This design comes from an exercise in tuning for small area on the open sky130 flow, not from production work.
Function was checked by simulation only, so behaviour that the tests miss may differ from the original.
The clock port is modelled as an ideal driver; clocking choices that lean on that would not hold on a real chip.
Power and IR drop assume default switching activity.

## rtc_system
module rtc_system
(
    input clk,
    input rst_n,
    input [3:0] key_in,
    output rtc_sclk,
    input rtc_sio_i,
    output rtc_sio_o,
    output rtc_sio_oe,
    output rtc_rst,
    output [7:0] smg_data,
    output [5:0] scan_sig,
    output config_sig
);
    localparam [15:0] C_4999  = 16'hee16;
    localparam [15:0] C_49999 = 16'h42f2;
    reg [15:0] tc;
    wire tc_wrap = (tc == C_49999);
    always @(posedge clk or negedge rst_n)
        if (!rst_n)
            tc <= 16'd0;
        else if (tc_wrap)
            tc <= 16'd0;
        else
            tc <= {~tc[14:0], tc[15] ^ tc[12]};
    reg isEn;
    always @(posedge clk or negedge rst_n)
        if (!rst_n)
            isEn <= 1'b0;
        else if (tc == C_4999)
            isEn <= 1'b1;
    localparam [19:0] K_END = 20'h0ebd4;    
    localparam [19:0] KP = 20'haaaaa;       
    reg [3:0] kf1, kf2;
    always @(posedge clk) begin
  ...
Size in the first run: roughly 26 I/O pins, ~7000 sq um of cells after synthesis.
==> flow/config.mk <==
export PLATFORM = sky130hd
export DESIGN_NAME = rtc_system
export DESIGN_NICKNAME = rtc_system
export VERILOG_FILES = /design/flow/design.v
export SDC_FILE = /design/flow/constraint.sdc
export NUM_CORES = 4
export LEC_CHECK = 0
export ABC_AREA = 1
export CAP_MARGIN = 20
export CORE_MARGIN = 2
export CORE_UTILIZATION = 65
export SLEW_MARGIN = 20
==> flow/constraint.sdc <==
create_clock -name core_clock -period 20.0 [get_ports {clk}]
set_input_delay 4.0000 -clock core_clock [delete_from_list [all_inputs] [get_ports {clk}]]
set_output_delay 4.0000 -clock core_clock [all_outputs]
set_load 0.01 [all_outputs]
standard.sh (not shown) runs the stock make flow with config.mk's settings and CLKGATE_MAP_FILE= SYNTH_SCRIPT=/design/flow/synth_recipe.tcl, a recipe that flattens the netlist after the stock synthesis.
==> flow/flow/run.sh <==
#!/bin/bash
# Standard ORFS flow, except that synthesis maps the logic with an
# area-oriented ABC script (flow/abc_area.script, picked by ABC_AREA=1)
# without first extracting half/full adders, ports get the smallest buffer,
# and the clock tree is built from clkbuf_4 without dummy loads, then each
# clock buffer whose flip-flops would see a slow clock edge becomes a
# clkbuf_8 (flow/clkfix.tcl).
# Registers are mapped exactly as the standard synthesis maps them.
set -euo pipefail
W=$(pwd)

rm -rf "$W/scripts_area"
cp -r "$FLOW_HOME/scripts" "$W/scripts_area"
cp "$W/flow/abc_area.script" "$W/scripts_area/abc_area.script"

SCRIPTS_DIR="$W/scripts_area" ADDER_MAP_FILE= bash "$W/standard.sh" synth > "$W/synth.log" 2>&1

export BUFFER_PORTS_ARGS="-buffer_cell sky130_fd_sc_hd__buf_1"
export CTS_ARGS="-sink_clustering_enable -repair_clock_nets -dont_use_dummy_load -buf_list sky130_fd_sc_hd__clkbuf_4"
bash "$W/standard.sh" cts > "$W/cts.log" 2>&1

export RES_DIR="$W/orfs/results/$FLOW_PLATFORM/rtc_system/base"
export CLK_SLEW_LIMIT=0.115
openroad -no_init -exit "$W/flow/clkfix.tcl" > "$W/clkfix.log" 2>&1

bash "$W/standard.sh" > "$W/layout.log" 2>&1
==> flow/flow/abc_area.script <==
strash
dch
map -a
mfs2 -W 6 -M 5000
strash
dch
map -a
mfs2 -W 6 -M 5000
strash
dch
map -a
mfs2 -W 6 -M 5000
strash
dch
map -a
mfs2 -W 6 -M 5000
strash
dch
map -a
mfs2 -W 6 -M 5000
strash
dch
map -a
mfs2 -W 6 -M 5000
strash
dch
map -a
topo
stime -c
Other scripts of this flow, unchanged in this note and not shown: flow/flow/clkfix.tcl
Change:
--- a/flow/flow/abc_area.script
+++ b/flow/flow/abc_area.script
@@ -2 +2 @@
-dch
+dch -f
@@ -6 +6 @@
-dch
+dch -f
@@ -10 +10 @@
-dch
+dch -f
@@ -14 +14 @@
-dch
+dch -f
@@ -18 +18 @@
-dch
+dch -f
@@ -22 +22 @@
-dch
+dch -f
@@ -26 +26,17 @@
-dch
+dch -f
+map -a
+mfs2 -W 6 -M 5000
+strash
+dch -f
+map -a
+mfs2 -W 6 -M 5000
+strash
+dch -f
+map -a
+mfs2 -W 6 -M 5000
+strash
+dch -f
+map -a
+mfs2 -W 6 -M 5000
+strash
+dch -f
Flip-flop and latch count is unchanged.
Hold slack gets better by 8.4 ps.
Setup slack improved by 300 ps.
Cell area stays flat.
Synthesized cell count fell slightly.
Cell count fell slightly.
Clock power is about the same.

## what the ideal ports hide
No port has a modelled driver above. Below, the same layouts with a new extraction and two added sets of constraints. Step 1 assumes that a clkbuf_16 drives the clock port and a buf_2 every other input. Step 2, shift: input delay + t, output delay - t, t = (earliest + latest rising clock arrival at the registers) / 2. This alone moves slack from input paths to output paths. Slacks: ideal / step 1 / step 2; pairs: ideal / step 1.
run | shift t [ns] | slack for setup (ns) | worst setup path after step 2 | latest minus earliest clock arrival (ns) | pins driven straight from the clock port
the first run | 0.465 | 13.482 / 13.448 / 13.912 | register to output | 0.040 / 0.039 | 1
the second run | 0.465 | 13.777 / 13.745 / 14.210 | register to output | 0.039 / 0.040 | 1
After both steps setup and hold are still met in every run listed.
